From an optimization exercise on the open Yosys and OpenROAD flow, aimed at small area, a short achievable clock period and few clock cycles; shortcuts taken in it are not production practice.
No run shown here included a check of the RTL's function; only the layout flow was run.

<file path="design/flow/design.v">
module JAM (
    input CLK,
    input RST,
    output [2:0] W,
    output [2:0] J,
    input [6:0] Cost,
    output [3:0] MatchCount,
    output [9:0] MinCost,
    output reg Valid );
localparam ROUND = 3'd0, SEL = 3'd1, FIN = 3'd2, UPASS = 3'd3, DFS = 3'd4, PREP = 3'd5;
reg [2:0] state;
reg [2:0] r;             
reg [2:0] i0;            
reg [2:0] cj;            
reg [3:0] j0;            
reg [8:0] base;          
reg [9:0] bvr;           
reg first;
reg [7:0] mind;
reg [2:0] jmin;
reg [7:0] S;             
reg [7:0] dval;
reg [7:0] colFree;
reg [6:0] vp [0:7];
reg [7:0] dst [0:7];     
reg [3:0] way [0:7];
reg [2:0] rowOf [0:7];   
reg [3:0] ja;
reg augdone;
reg adv;
reg [9:0] mc;
reg [3:0] cnt;
assign MinCost = mc;
assign MatchCount = cnt;
function [3:0] lowest;           
    input [7:0] m;
    begin
        casez (m)
            8'b???????1: lowest = 4'b1000;
            8'b??????10: lowest = 4'b1001;
            8'b?????100: lowest = 4'b1010;
            8'b????1000: lowest = 4'b1011;
            8'b???10000: lowest = 4'b1100;
            8'b??100000: lowest = 4'b1101;
            8'b?1000000: lowest = 4'b1110;
            8'b10000000: lowest = 4'b1111;
            default:     lowest = 4'b0000;
        endcase
    end
endfunction
function [11:0] fadd;
    input [11:0] a;
    input [11:0] b;
    input cin;
    reg [12:0] g, p, G, P;
    integer i, l;
    begin
        g = {a & b, cin};
        p = {a ^ b, 1'b0};
        G = g;
        P = p;
        for (l = 1; l < 13; l = l * 2)
            for (i = 12; i >= l; i = i - 1) begin
                G[i] = G[i] | (P[i] & G[i-l]);
                P[i] = P[i] & P[i-l];
            end
        fadd = p[12:1] ^ G[11:0];
    end
endfunction
function flt8;
    input [7:0] a;
    input [7:0] b;
    reg [7:0] gt, lt;
    integer i, l;
    begin
        lt = ~a & b;
        gt = a & ~b;
        for (l = 1; l < 8; l = l * 2)
            for (i = 0; i < 8 - l; i = i + 1) begin
                lt[i] = lt[i+l] | (~gt[i+l] & lt[i]);
                gt[i] = gt[i+l] | (~lt[i+l] & gt[i]);
            end
        flt8 = lt[0];
    end
endfunction
function lt7;
    input [6:0] c;
    input [10:0] t;
    begin
        if (t[10])
            lt7 = 1'b0;
        else if (t[9:7] != 3'd0)
            lt7 = 1'b1;
        else
            lt7 = flt8({1'b0, c}, {1'b0, t[6:0]});
    end
endfunction
function [7:0] above;            
    input [2:0] k;
    begin
        above = 8'hFE << k;
    end
endfunction
wire [2:0] row_jmin = rowOf[jmin];
wire [2:0] row_cj = rowOf[cj];
assign W = (state == SEL) ? row_jmin : (state == UPASS) ? row_cj : i0;
assign J = (state == SEL) ? jmin : cj;
wire [6:0] vp_cj = colFree[cj] ? 7'd0 : vp[cj];
wire [6:0] vp_jmin = colFree[jmin] ? 7'd0 : vp[jmin];
wire [11:0] cur_f12 = fadd({{2{bvr[9]}}, bvr}, {5'd0, Cost}, 1'b0);
wire [9:0] cur_full = cur_f12[9:0];
wire over = cur_full[9:8] != 2'b00;
wire [7:0] cur8 = over ? 8'd255 : cur_full[7:0];
wire [7:0] dst_cj = dst[cj];
wire [11:0] thr_d12 = fadd({4'd0, dst_cj}, ~{{2{bvr[9]}}, bvr}, 1'b1);
wire [11:0] thr_m12 = fadd({4'd0, mind}, ~{{2{bvr[9]}}, bvr}, 1'b1);
wire [10:0] thr_d = thr_d12[10:0];
wire [10:0] thr_m = thr_m12[10:0];
wire better = !dval[cj] || lt7(Cost, thr_d);
wire cur_lt_min = lt7(Cost, thr_m);
wire dst_lt_min = flt8(dst_cj, mind);
wire take = first || (better ? cur_lt_min : dst_lt_min);
wire [3:0] nxt_round = lowest(~S & above(cj));
wire [2:0] nx = nxt_round[2:0];
wire [6:0] vp_nx = colFree[nx] ? 7'd0 : vp[nx];
wire [11:0] bvr_nx12 = fadd({{3{base[8]}}, base}, {5'd0, vp_nx}, 1'b0);
wire [9:0] bvr_nx = bvr_nx12[9:0];
wire [11:0] bvr_cur12 = fadd({{3{base[8]}}, base}, {5'd0, vp_cj}, 1'b0);
wire [9:0] bvr_nx_cur = bvr_cur12[9:0];
wire [7:0] S_sel = S | (8'd1 << jmin);
wire [3:0] first_round = lowest(~S_sel);
wire [11:0] mv12 = fadd({4'd0, mind}, ~{5'd0, vp_jmin}, 1'b1);
wire [11:0] base_sel12 = fadd(mv12, ~{5'd0, Cost}, 1'b1);
wire [8:0] base_sel = base_sel12[8:0];
wire [3:0] lS = lowest(S);
wire [2:0] ju = lS[2:0];
wire [7:0] dst_ju = dst[ju];
wire [3:0] j1 = way[ja[2:0]];
wire [7:0] S_fin = S & (S - 8'd1);
wire aug_last = j1[3];
wire [6:0] vp_upd = vp[ju] + (mind[6:0] - dst_ju[6:0]);
wire fin_done = (S_fin == 8'd0) && (augdone || aug_last);
wire [7:0] tsum = {1'b0, Cost} + {1'b0, vp_cj};
wire [11:0] tdiff12 = fadd({4'd0, dst[i0]}, ~{5'd0, vp_cj}, 1'b1);
wire [7:0] tdiff = tdiff12[7:0];
wire tight = !adv && !tdiff[7] && (tdiff[6:0] == Cost);
wire leaf = (i0 == 3'd7);
wire push = tight && !leaf;
wire [2:0] dm1 = i0 - 3'd1;
wire [7:0] used_push = S | (8'd1 << cj);
wire [3:0] f_push = lowest(~used_push);
wire [3:0] n_here = nxt_round;
wire [2:0] pd = rowOf[dm1];
wire [7:0] used_pop = S & ~(8'd1 << pd);
wire [3:0] n_pop = lowest(~used_pop & above(pd));
wire done_dfs = !n_here[3] && (i0 == 3'd0);
wire [2:0] adv_cj = n_here[3] ? n_here[2:0] : n_pop[3] ? n_pop[2:0] : pd;
wire [2:0] adv_i0 = n_here[3] ? i0 : dm1;
wire [7:0] adv_S = n_here[3] ? S : used_pop;
wire adv_adv = !n_here[3] && !n_pop[3];
always @(posedge CLK or posedge RST) begin
    if (RST) begin
        state <= ROUND;
        r <= 3'd0;
        i0 <= 3'd0;
        cj <= 3'd0;
        j0 <= 4'd8;
        base <= 9'd0;
        bvr <= 10'd0;
        first <= 1'b1;
        S <= 8'd0;
        dval <= 8'd0;
        colFree <= 8'hFF;
        mc <= 10'd0;
        cnt <= 4'd0;
        Valid <= 1'b0;
        adv <= 1'b0;
        augdone <= 1'b0;
    end else begin
        case (state)
        ROUND: begin
            if (better)
                dval[cj] <= 1'b1;
            first <= 1'b0;
            bvr <= bvr_nx;
            if (nxt_round[3])
                cj <= nx;
            else
                state <= SEL;
        end
        SEL: begin
            if (colFree[jmin]) begin
                mc <= mc + {2'd0, mind};
                colFree[jmin] <= 1'b0;
                augdone <= 1'b0;
                state <= FIN;
            end else begin
                S <= S_sel;
                j0 <= {1'b0, jmin};
                i0 <= row_jmin;
                base <= base_sel;
                cj <= first_round[2:0];
                first <= 1'b1;
                state <= PREP;
            end
        end
        PREP: begin
            bvr <= bvr_nx_cur;
            state <= ROUND;
        end
        FIN: begin
            if (lS[3])
                S <= S_fin;
            if (!augdone && aug_last)
                augdone <= 1'b1;
            if (fin_done) begin
                if (r == 3'd7) begin
                    state <= UPASS;
                    cj <= 3'd0;
                end else begin
                    state <= PREP;
                    r <= r + 3'd1;
                    i0 <= r + 3'd1;
                    j0 <= 4'd8;
                    base <= 9'd0;
                    dval <= 8'd0;
                    cj <= 3'd0;
                    first <= 1'b1;
                end
            end
        end
        UPASS: begin
            cj <= cj + 3'd1;
            if (cj == 3'd7) begin
                state <= DFS;
                i0 <= 3'd0;
                S <= 8'd0;
                adv <= 1'b0;
            end
        end
        DFS: if (!Valid) begin
            if (tight && leaf)
                cnt <= cnt + 4'd1;
            if (push) begin
                S <= used_push;
                i0 <= i0 + 3'd1;
                cj <= f_push[2:0];
                adv <= 1'b0;
            end else begin
                S <= adv_S;
                i0 <= adv_i0;
                cj <= adv_cj;
                adv <= adv_adv;
                if (done_dfs)
                    Valid <= 1'b1;
            end
        end
        default: state <= ROUND;
        endcase
    end
end
always @(posedge CLK) begin
    if (state == ROUND && take) begin
        mind <= better ? cur8 : dst_cj;
        jmin <= cj;
    end
    if (state == ROUND && better) begin
        dst[cj] <= cur8;
        way[cj] <= j0;
    end
    if (state == UPASS)
        dst[row_cj] <= tsum;
    if (state == SEL)
        ja <= {1'b0, jmin};
    if (state == SEL && colFree[jmin])
        vp[jmin] <= 7'd0;
    if (state == FIN && lS[3])
        vp[ju] <= vp_upd;
    if (state == FIN && !augdone) begin
        rowOf[ja[2:0]] <= aug_last ? r : rowOf[j1[2:0]];
        if (!aug_last)
            ja <= j1;
    end
    if (state == DFS && !Valid && push)
        rowOf[i0] <= cj;
end
endmodule
</file>
<file path="design/flow/run.sh">
#!/bin/bash
# synth_recipe.tcl (not shown) runs the flow's synth.tcl, then flattens the netlist and writes it again
# the make line also repeats each setting of config.mk as NAME=value (left out here)
make -C /OpenROAD-flow-scripts/flow DESIGN_CONFIG=/design/flow/config.mk WORK_HOME=/design/flow/orfs CLKGATE_MAP_FILE= SYNTH_SCRIPT=/design/flow/synth_recipe.tcl finish
</file>
<file path="design/flow/config.mk">
export PLATFORM = sky130hd
export DESIGN_NAME = JAM
export DESIGN_NICKNAME = JAM
export VERILOG_FILES = /design/flow/design.v
export SDC_FILE = /design/flow/constraint.sdc
export NUM_CORES = 4
export LEC_CHECK = 0
export CAP_MARGIN = 20
export CORE_MARGIN = 2
export CORE_UTILIZATION = 40
export PLACE_DENSITY = 0.6
export SETUP_SLACK_MARGIN = 5
export SLEW_MARGIN = 20
</file>
<file path="design/flow/constraint.sdc">
create_clock -name core_clock -period 10.0 [get_ports {CLK}]
set_input_delay 2.0000 -clock core_clock [delete_from_list [all_inputs] [get_ports {CLK}]]
set_output_delay 2.0000 -clock core_clock [all_outputs]
set_load 0.01 [all_outputs]
</file>
==> results of run 1 <==
[state kept, by name, indices dropped and copies added (netlist names), 8 cells and up, named ones only]
register and cells:
dst 64, vp 56, way 32, rowOf 24
bvr 10, mc 10, base 9, S 8
colFree 8, dval 8, mind 8
[worst paths after layout]
kind / startpoint / to / slack, ns / cells after the start
worst max-delay path: cj[1]$_DFFE_PP0P_ / rowOf[6][1]$_DFFE_PP_ / 5.06 / 16
worst min-delay path: colFree[1]$_DFFE_PP1P_ / colFree[1]$_DFFE_PP1P_ / 0.47 / 2
max in group asynchronous: RST / cj[2]$_DFFE_PP0P_ / 7.05 / 3
worst min register to register: colFree[1]$_DFFE_PP1P_ / colFree[1]$_DFFE_PP1P_ / 0.47 / 2
min in group asynchronous: RST / S[1]$_DFFE_PP0P_ / 1.72 / 2
worst max register to register: cj[1]$_DFFE_PP0P_ / rowOf[6][1]$_DFFE_PP_ / 5.06 / 16
[area by class of cell]
type	count	area share [%]
multi-input combinational	1404	51.34
sequential	270	33.24
timing repair buffer	126	5.845
tap	664	3.587
clock buffer	35	3.414
inverter	95	1.577
clock inverter	23	0.9561
timing repair inverter	1	0.03241
antenna	1	0.01080
[metrics by stage]
stage	cells	setup WS (ns)	cell area [um2]	util, %
final	2619	5.063	23160	47.22
after CTS	2570	4.920	22460	45.79
after global routing	2618	4.832	23160	47.21
after global placement	2488	3.913	20780	42.37
after floorplan	1868	5.024	19920	-
after detailed placement	2489	3.815	20790	42.39
[critical path: stages, from the launching register on]
cell,delay (ns)
dfrtp_4,0.57
clkbuf_16,0.22
and2_4,0.24
o2bb2ai_1,0.14
a221o_2,0.43
or2_2,0.39
ha_1,0.36
o21a_1,0.12
nor2_1,0.22
xnor2_1,0.11
nor4_1,0.32
nand4_1,0.32
nor3_4,0.32
buf_12,0.19
and2_4,0.22
a31oi_1,0.19
nor2_2,0.23
[synth_stat cells (all sizes together) (11+ instances only)]
| cell type | number |
|---|---|
| edfxtp | 187 |
| nand4 | 11 |
| nand2 | 153 |
| nand2b | 33 |
| nand3 | 34 |
| fa | 11 |
| mux2i | 63 |
| a21o | 27 |
| and3 | 12 |
| buf | 44 |
| dfrtp | 67 |
| o21bai | 12 |
| a22oi | 13 |
| o22ai | 20 |
| nor2 | 151 |
| mux4 | 101 |
| o21ai | 126 |
| o21a | 18 |
| nor3 | 30 |
| clkbuf | 57 |
| a21oi | 98 |
| xnor2 | 51 |
| o211ai | 21 |
| a21boi | 20 |
| a31oi | 39 |
| mux2 | 45 |
| a221oi | 12 |
| or2 | 11 |
| inv | 94 |
| xor2 | 16 |
| ha | 108 |
| nor2b | 26 |
[placed cells by master, fill, tap and decap left out, types with 12 or more instances in the layout]
cell type        synthesis  routed
edfxtp_1               187     187
nand2_1                152     151
nor2_1                 147     128
ha_1                   108     108
o21ai_0                120     107
mux4_2                 100     100
inv_1                   94      91
a21oi_1                 96      87
buf_4                    6      74
dfrtp_1                 67      56
mux2i_1                 62      55
xnor2_1                 51      50
mux2_2                  45      45
nand3_1                 34      34
clkbuf_16                0      34
nand2b_1                33      32
a21o_1                  27      27
a31oi_1                 32      25
clkdlybuf4s50_1          0      23
nor2b_1                 26      22
o211ai_1                20      20
o22ai_1                 20      19
o21a_1                  18      18
a21boi_0                20      17
nor3_1                  29      15
xor2_1                  15      14
nor2_2                   2      14
a22oi_1                 13      12
o21ai_1                  4      12
and3_1                  12      12
[logic make-up (layout without fill, tap and decap cells)]
kind of cell,Yosys count,in the layout,synth area share [%]
multiplexers,209,209,17.17
adder cells (fa/ha/maj),124,124,8.163
buffers and inverters,196,280,4.217
other,0,1,0
XOR/XNOR,68,68,3.104
AND/OR/NAND/NOR,498,500,11.75
flip-flops,270,270,38.55
AO/OA/AOI/OAI,503,503,17.05
[per-layer routing]
layer | up-vias | global-route usage (%)
met2 | 963 | 39.89
met3 | 187 | 4.672
met4 | 0 | 10.67
met5 | - | 0
li1 | 7224 | -
met1 | 8271 | 37.86
[what timing repair did]
item	CTS	global route
endpoints found under the hold margin	0	0
resized for setup	100	72
pin swaps	7	16
endpoints found under the setup margin	282	232
buffers inserted	18	42
gates cloned	5	5
==> impl_metrics.csv, run 1 <==
group,metric,value,unit
floorplan,die_w,227.1,um
timing,skew,0.02030,ns
timing,tightest_slew,1.351,ns
final_layout,area_delta_synth_final,16.33,%
synthesis,async_flop_share,28.52,%
synthesis,syn_inst,1868,
cts,h-tree-depth,1,
hold_path,worstHoldPathType,"reg -> reg",
synthesis,synthTopCellsByArea,"edfxtp_1 28%, mux4_2 11%, dfrtp_1 8.4%",
outcome,status,"timing/DRC/antenna clean",
global_route,track_usage,26.49,%
drt,wl_per_cell,26.64,um
timing,whs,0.4655,ns
worst_setup_path,end_kind,"flop",
drt,vias,16650,
drt,first_pass_iters,5,
drt,postRouteWirelength,69.77,mm
cts,postCtsHoldBufs,0,
synthesis,synth_seq_cells,270,
final_layout,fill_cells,4553,
flow_run,drv_cap,0,
synthesis,ys_seq_area_share,38.55,%
timing,fin_setup_tns,0,ns
global_route,grt_pass1_wl,101.7,mm
floorplan,dieArea,51580,um2
final_layout,finalNetCount,2057,
cts,cts_inserted_buffers,31,
synthesis,synth.avg_cell_area,10.66,um2
drt,ant_nets,0,
drt,wirelength_met1,29.07,mm
synthesis,yosys_warnings,1,
global_route,grt_pass1_vias,15630,
timing,max_freq,202.6,MHz
drt,drtIter0Drc,2032,
placement,gp_congestion,0.9563,
synthesis,yosys.area.top_type,"edfxtp_1",
timing,hold_viol_final,0,
placement,dpl.hpwl,49.04,mm
floorplan,die_h,227.1,um
synthesis,ys.flop_type,"edfxtp_1",
global_route,grt_max_degree,56,
cts,clockBufferDepth,3,
cts,cts_sinks,270,
final_layout,multi_input_area,11890,um2
drt,met2_wirelength,30.37,mm
timing,period_needed,4.937,ns
global_route,grt-ovfl-total,0,
floorplan,core_area,49050,um2
drt,dr_wl_met3,7.046,mm
cts,cts_root_buf,"clkbuf_16",
worst_setup_path,arrival,5.23,ns
cts,cts_tree,"yes",
floorplan,row_count,81,
floorplan,start_util,40.59,%
worst_setup_path,crit_type,"reg -> reg",
timing,slew_violations,0,
floorplan,io_pins,30,
synthesis,yosysUniqueCellTypes,99,
synthesis,synth_edf_count,187,
global_route,grt_antenna_before_repair,0,
final_layout,drive_above_1_share,22.52,%
worst_setup_path,required,10.29,ns
cts,clk_latency,0.60,ns
timing,setup_viol,0,
synthesis,synth_area,19910,um2
synthesis,synth_nets,1996,
worst_setup_path,cp_max_fo,14,
worst_setup_path,start_kind,"flop",
timing,rsz0062_at_grt,"yes",
placement,port_buffers,29,
timing,relSlewSlack,9.011,%
drt,drc,0,
cts,path_clk_slew,0.07,ns
synthesis,synth.top_cell.area_share,28.20,%
timing,fin_crit_sh,49.37,%
final_layout,seqCellArea,7699,um2
drt,via_per_inst,6.355,
drt,top_layer_used,"met4",
==> inputs of run 2 (changes only) <==
--- a/design/flow/design.v
+++ b/design/flow/design.v
@@ -48,41 +48,6 @@
         endcase
     end
 endfunction
-function [11:0] fadd;
-    input [11:0] a;
-    input [11:0] b;
-    input cin;
-    reg [12:0] g, p, G, P;
-    integer i, l;
-    begin
-        g = {a & b, cin};
-        p = {a ^ b, 1'b0};
-        G = g;
-        P = p;
-        for (l = 1; l < 13; l = l * 2)
-            for (i = 12; i >= l; i = i - 1) begin
-                G[i] = G[i] | (P[i] & G[i-l]);
-                P[i] = P[i] & P[i-l];
-            end
-        fadd = p[12:1] ^ G[11:0];
-    end
-endfunction
-function flt8;
-    input [7:0] a;
-    input [7:0] b;
-    reg [7:0] gt, lt;
-    integer i, l;
-    begin
-        lt = ~a & b;
-        gt = a & ~b;
-        for (l = 1; l < 8; l = l * 2)
-            for (i = 0; i < 8 - l; i = i + 1) begin
-                lt[i] = lt[i+l] | (~gt[i+l] & lt[i]);
-                gt[i] = gt[i+l] | (~lt[i+l] & gt[i]);
-            end
-        flt8 = lt[0];
-    end
-endfunction
 function lt7;
     input [6:0] c;
     input [10:0] t;
@@ -92,7 +57,7 @@
         else if (t[9:7] != 3'd0)
             lt7 = 1'b1;
         else
-            lt7 = flt8({1'b0, c}, {1'b0, t[6:0]});
+            lt7 = c < t[6:0];
     end
 endfunction
 function [7:0] above;            
@@ -107,31 +72,24 @@
 assign J = (state == SEL) ? jmin : cj;
 wire [6:0] vp_cj = colFree[cj] ? 7'd0 : vp[cj];
 wire [6:0] vp_jmin = colFree[jmin] ? 7'd0 : vp[jmin];
-wire [11:0] cur_f12 = fadd({{2{bvr[9]}}, bvr}, {5'd0, Cost}, 1'b0);
-wire [9:0] cur_full = cur_f12[9:0];
+wire [9:0] cur_full = bvr + {3'd0, Cost};
 wire over = cur_full[9:8] != 2'b00;
 wire [7:0] cur8 = over ? 8'd255 : cur_full[7:0];
 wire [7:0] dst_cj = dst[cj];
-wire [11:0] thr_d12 = fadd({4'd0, dst_cj}, ~{{2{bvr[9]}}, bvr}, 1'b1);
-wire [11:0] thr_m12 = fadd({4'd0, mind}, ~{{2{bvr[9]}}, bvr}, 1'b1);
-wire [10:0] thr_d = thr_d12[10:0];
-wire [10:0] thr_m = thr_m12[10:0];
+wire [10:0] thr_d = {3'd0, dst_cj} - {bvr[9], bvr};
+wire [10:0] thr_m = {3'd0, mind} - {bvr[9], bvr};
 wire better = !dval[cj] || lt7(Cost, thr_d);
 wire cur_lt_min = lt7(Cost, thr_m);
-wire dst_lt_min = flt8(dst_cj, mind);
+wire dst_lt_min = dst_cj < mind;
 wire take = first || (better ? cur_lt_min : dst_lt_min);
 wire [3:0] nxt_round = lowest(~S & above(cj));
 wire [2:0] nx = nxt_round[2:0];
 wire [6:0] vp_nx = colFree[nx] ? 7'd0 : vp[nx];
-wire [11:0] bvr_nx12 = fadd({{3{base[8]}}, base}, {5'd0, vp_nx}, 1'b0);
-wire [9:0] bvr_nx = bvr_nx12[9:0];
-wire [11:0] bvr_cur12 = fadd({{3{base[8]}}, base}, {5'd0, vp_cj}, 1'b0);
-wire [9:0] bvr_nx_cur = bvr_cur12[9:0];
+wire [9:0] bvr_nx = {base[8], base} + {3'd0, vp_nx};
+wire [9:0] bvr_nx_cur = {base[8], base} + {3'd0, vp_cj};
 wire [7:0] S_sel = S | (8'd1 << jmin);
 wire [3:0] first_round = lowest(~S_sel);
-wire [11:0] mv12 = fadd({4'd0, mind}, ~{5'd0, vp_jmin}, 1'b1);
-wire [11:0] base_sel12 = fadd(mv12, ~{5'd0, Cost}, 1'b1);
-wire [8:0] base_sel = base_sel12[8:0];
+wire [8:0] base_sel = {1'b0, mind} - {2'd0, vp_jmin} - {2'd0, Cost};
 wire [3:0] lS = lowest(S);
 wire [2:0] ju = lS[2:0];
 wire [7:0] dst_ju = dst[ju];
@@ -141,8 +99,7 @@
 wire [6:0] vp_upd = vp[ju] + (mind[6:0] - dst_ju[6:0]);
 wire fin_done = (S_fin == 8'd0) && (augdone || aug_last);
 wire [7:0] tsum = {1'b0, Cost} + {1'b0, vp_cj};
-wire [11:0] tdiff12 = fadd({4'd0, dst[i0]}, ~{5'd0, vp_cj}, 1'b1);
-wire [7:0] tdiff = tdiff12[7:0];
+wire [7:0] tdiff = dst[i0] - {1'b0, vp_cj};
 wire tight = !adv && !tdiff[7] && (tdiff[6:0] == Cost);
 wire leaf = (i0 == 3'd7);
 wire push = tight && !leaf;
==> run 2 against run 1 <==
- still clean
- maximum frequency is 0.40% lower
- core utilization is 1.2 points higher
- via count decreased by 3.2%
- global-route usage increased by 0.41 points
- register-to-register slack got worse by 0.02 ns
- synthesized area is 1.9% lower
- worst setup slack lost 0.020 ns
- final cell count is 4.0% lower
- largest cell class unchanged
==> impl_metrics.csv, run 2 <==
group,metric,value,unit
worst_setup_path,cp_top_family,"compound AO/OA/AOI/OAI gates",
timing,fin_setup_tns,0,ns
timing,skew,0.01392,ns
drt,vias,16120,
timing,slew_violations,0,
synthesis,ys.flop_type,"edfxtp_1",
cts,cts_sinks,270,
worst_setup_path,crit_chain,"buf_12 -> mux2i_1 -> mux4_2 -> and2_4 -> ha_4 -> inv_1 -> fa_2 -> xnor2_1 -> ha_1 -> o21ai_0 -> a21oi_1 -> a2111o_1 -> a31oi_4 -> a211oi_2 -> o32ai_4 -> and2b_4 -> a22oi_2 -> nor2_4",
placement,port_buffers,29,
global_route,grt_pass1_wl,101.5,mm
timing,setup_slack,5.043,ns
cts,path_clk_slew,0.07,ns
drt,postRouteWirelength,68.70,mm
worst_setup_path,worst-r2r-setup-slack,5.04,ns
drt,ant_nets,0,
synthesis,synth-adder-area-share,9.164,%
final_layout,finalNetCount,2013,
worst_setup_path,crit_path_top_delay_cell,"dfrtp_4",
floorplan,die_h,224.9,um
worst_setup_path,end_kind,"flop",
synthesis,synth_nets,1939,
worst_setup_path,arrival,5.24,ns
final_layout,layout_commonest_cell,"edfxtp_1",
floorplan,io_pins,30,
cts,postCtsHoldBufs,0,
timing,setup_viol,0,
synthesis,yosys_warnings,1,
flow_run,drv_cap,0,
synthesis,synth_top_family_by_area,"multiplexers",
outcome,status,"timing/DRC/antenna clean",
synthesis,yosys.area.top_type,"edfxtp_1",
floorplan,die_w,224.9,um
final_layout,area_delta_synth_final,18.82,%
worst_setup_path,crit_type,"reg -> reg",
cts,cts_root_buf,"clkbuf_16",
timing,rsz0062_at_grt,"yes",
hold_path,min_to,"cnt[3]$_DFFE_PP0P_",
final_layout,layout_common_cells,"187 x edfxtp_1, 165 x nand2_1, 130 x nor2_1",
drt,drtIter0Drc,1911,
timing,fin_crit_sh,49.57,%
cts,cts_tree,"yes",
worst_setup_path,cp_max_fo,12,
floorplan,dieArea,50590,um2
timing,period_needed,4.957,ns
drt,via_per_inst,6.412,
synthesis,synth_compound_area_share,15.85,%
floorplan,row_count,80,
final_layout,reg.largest.list,"dst: 64 flops, vp: 56 flops, way: 32 flops",
synthesis,synth_seq_cells,270,
placement,dpl.hpwl,47.82,mm
worst_setup_path,cp.depth,18,
hold_path,worstHoldPathType,"reg -> reg",
cts,h-tree-depth,1,
synthesis,synth-xor-area-share,2.999,%
synthesis,synth_edf_count,187,
synthesis,synthMuxAreaShare,17.92,%
worst_setup_path,crit_buf_inv,2,
global_route,grt_pass1_vias,15370,
hold_path,holdPathStages,1,
global_route,grt_max_degree,47,
global_route,grt-ovfl-total,0,
synthesis,ys_seq_area_share,39.31,%
drt,first_pass_iters,8,
worst_setup_path,critical-path-max-stage-delay,0.53,ns
global_route,track_usage,26.90,%
worst_setup_path,r2r_cells,18,
worst_setup_path,crit-reg2reg-launch,"cj[2]$_DFFE_PP0P_",
drt,drc,0,
cts,cts_inserted_buffers,31,
synthesis,synth.avg_cell_area,10.85,um2
synthesis,synthTopCellsByArea,"edfxtp_1 29%, mux4_2 11%, dfrtp_1 8.6%",
synthesis,synth_area,19520,um2
final_layout,fill_cells,4251,
synthesis,async_flop_share,28.52,%
placement,gp_congestion,1.001,
hold_path,worstHoldStart,"cnt[3]$_DFFE_PP0P_",
synthesis,synth-simple-area-share,10.82,%
timing,relSlewSlack,26.23,%
cts,clockBufferDepth,3,
worst_setup_path,required,10.28,ns
cts,clk_latency,0.60,ns
floorplan,start_util,40.72,%
timing,max_freq,201.7,MHz
worst_setup_path,r2r-end,"dst[3][4]$_DFFE_PP_",
timing,hold_viol_final,0,
synthesis,yosysMostFrequentCell,"edfxtp_1",
final_layout,regMostFlops,"dst",
worst_setup_path,start_kind,"flop",
placement,post-place-ws,3.262,ns
drt,wl_per_cell,27.33,um
global_route,grt_antenna_before_repair,1,
synthesis,syn_inst,1799,
synthesis,synthTopCellsByCount,"187 x edfxtp_1, 169 x nand2_1, 158 x nor2_1",
timing,tightest_slew,1.102,ns
synthesis,synth.top_cell.area_share,28.76,%
synthesis,yosysUniqueCellTypes,94,
final_layout,largest_reg_flops,64,
final_layout,drive_above_1_share,25.29,%
floorplan,core_area,47950,um2
==> run 2: cell types whose count changed after synthesis, moves of 14 or more <==
cell / previous run / this run
o21ai_0: 120 / 103
mux2i_1: 62 / 76
nand2b_1: 33 / 16
a21oi_1: 96 / 113
nand3_1: 34 / 16
nand2_1: 152 / 169
==> run 2: how the worst max path moves through the flow <==
stage,from,endpoint,slack (ns)
after floorplan,cj[2]$_DFFE_PP0P_,dst[1][0]$_DFFE_PP_,5.04
after global placement,cj[1]$_DFFE_PP0P_,dst[1][6]$_DFFE_PP_,3.44
after detailed placement,cj[1]$_DFFE_PP0P_,way[2][0]$_DFFE_PP_,3.26
after CTS,cj[0]$_DFFE_PP0P_,dst[1][5]$_DFFE_PP_,4.95
after global routing,cj[0]$_DFFE_PP0P_,rowOf[0][0]$_DFFE_PP_,4.90
final,cj[2]$_DFFE_PP0P_,dst[3][4]$_DFFE_PP_,5.04
==> run 2: cell type report <==
type                            instances  area, um2  area share [%]
Inverter                               87      347.8           1.499
Sequential cell                       270       7692           33.16
Antenna cell                            1      2.502         0.01079
Clock inverter                         25      337.8           1.456
Clock buffer                           33      783.3           3.376
Tap cell                              615      769.5           3.317
Timing Repair Buffer                  137       1498           6.456
Multi-Input combinational cell       1346      11770           50.72
==> run 2: worst register-to-register path: cells and delay by family, from the launching register on <==
kind                       cells  cell delay (ns)
buffers and inverters          2             0.27
and+or+nand+nor                3             0.78
DFF                            1             0.53
AOI/OAI and AO/OA              7             1.43
xor gates and xnor gates       1             0.19
muxes                          2             0.67
adders and majority gates      3             0.76
==> run 2: cell families (layout without fill, tap and decap cells) <==
logic type / Yosys count / in the layout
compound gates: 460 / 460
xor+xnor: 66 / 66
fa+ha+maj: 131 / 131
buf+inv: 183 / 282
flops: 270 / 270
mux: 223 / 223
other cells: 0 / 1
simple gates: 466 / 466
==> run 2: stage by stage <==
stage / hold slack, ns / utilization (%) / std cells / area (um2)
6_report: 0.4758 / 48.38 / 2514 / 23200
5_1_grt: 0.4981 / 48.38 / 2513 / 23190
4_1_cts: 0.4731 / 47.07 / 2473 / 22570
3_5_place_dp: 0.4649 / 42.81 / 2374 / 20530
2_1_floorplan: 0.4320 / - / 1799 / 19710
3_3_place_gp: 0.4555 / 42.80 / 2373 / 20520
==> run 2: repair_timing <==
action                                  CTS  global route
hold endpoints to repair                  0             0
setup buffers                            35            39
gates resized for setup                 122            67
gates cloned                              6             1
endpoints found under the setup margin  305           250
pin swaps                                13            28
==> run 2: layer usage <==
layer | global-route usage, % | routed length [um] | up-vias
met5 | 0 | 0 | -
met1 | 36.59 | 27110 | 7870
met2 | 41.81 | 30360 | 1069
met3 | 6.115 | 7682 | 248
met4 | 10.47 | 3546 | 0
li1 | - | - | 6933

## separate check: timing with driven ports
The results above use ideal ports. As a check the final layouts listed here were re-extracted and re-timed, cells and wires unchanged. Step 1, drivers: a clkbuf_16 drives CLK and a buf_2 each remaining input, both assumed. Step 2 times the ports against the registers' clock, not the clock port: input delays grow and output delays shrink by t, the midpoint of the rising clock arrivals with the driver on. Slacks: no drivers / after step 1 / after step 2; pairs: no drivers / after step 1.
| run | shift t [ns] | setup slack, ns | worst data-port slew with drivers (ns) |
|---|---|---|---|
| run 1 | 0.653 | 5.063 / 5.061 / 4.526 | 0.07 |
| run 2 | 0.654 | 5.043 / 4.994 / 4.571 | 0.03 |
After both steps setup and hold are still met in every run listed. For run 1, which loses most, drivers alone change the setup slack by -0.002 ns; drivers and shift together by -0.537 ns.
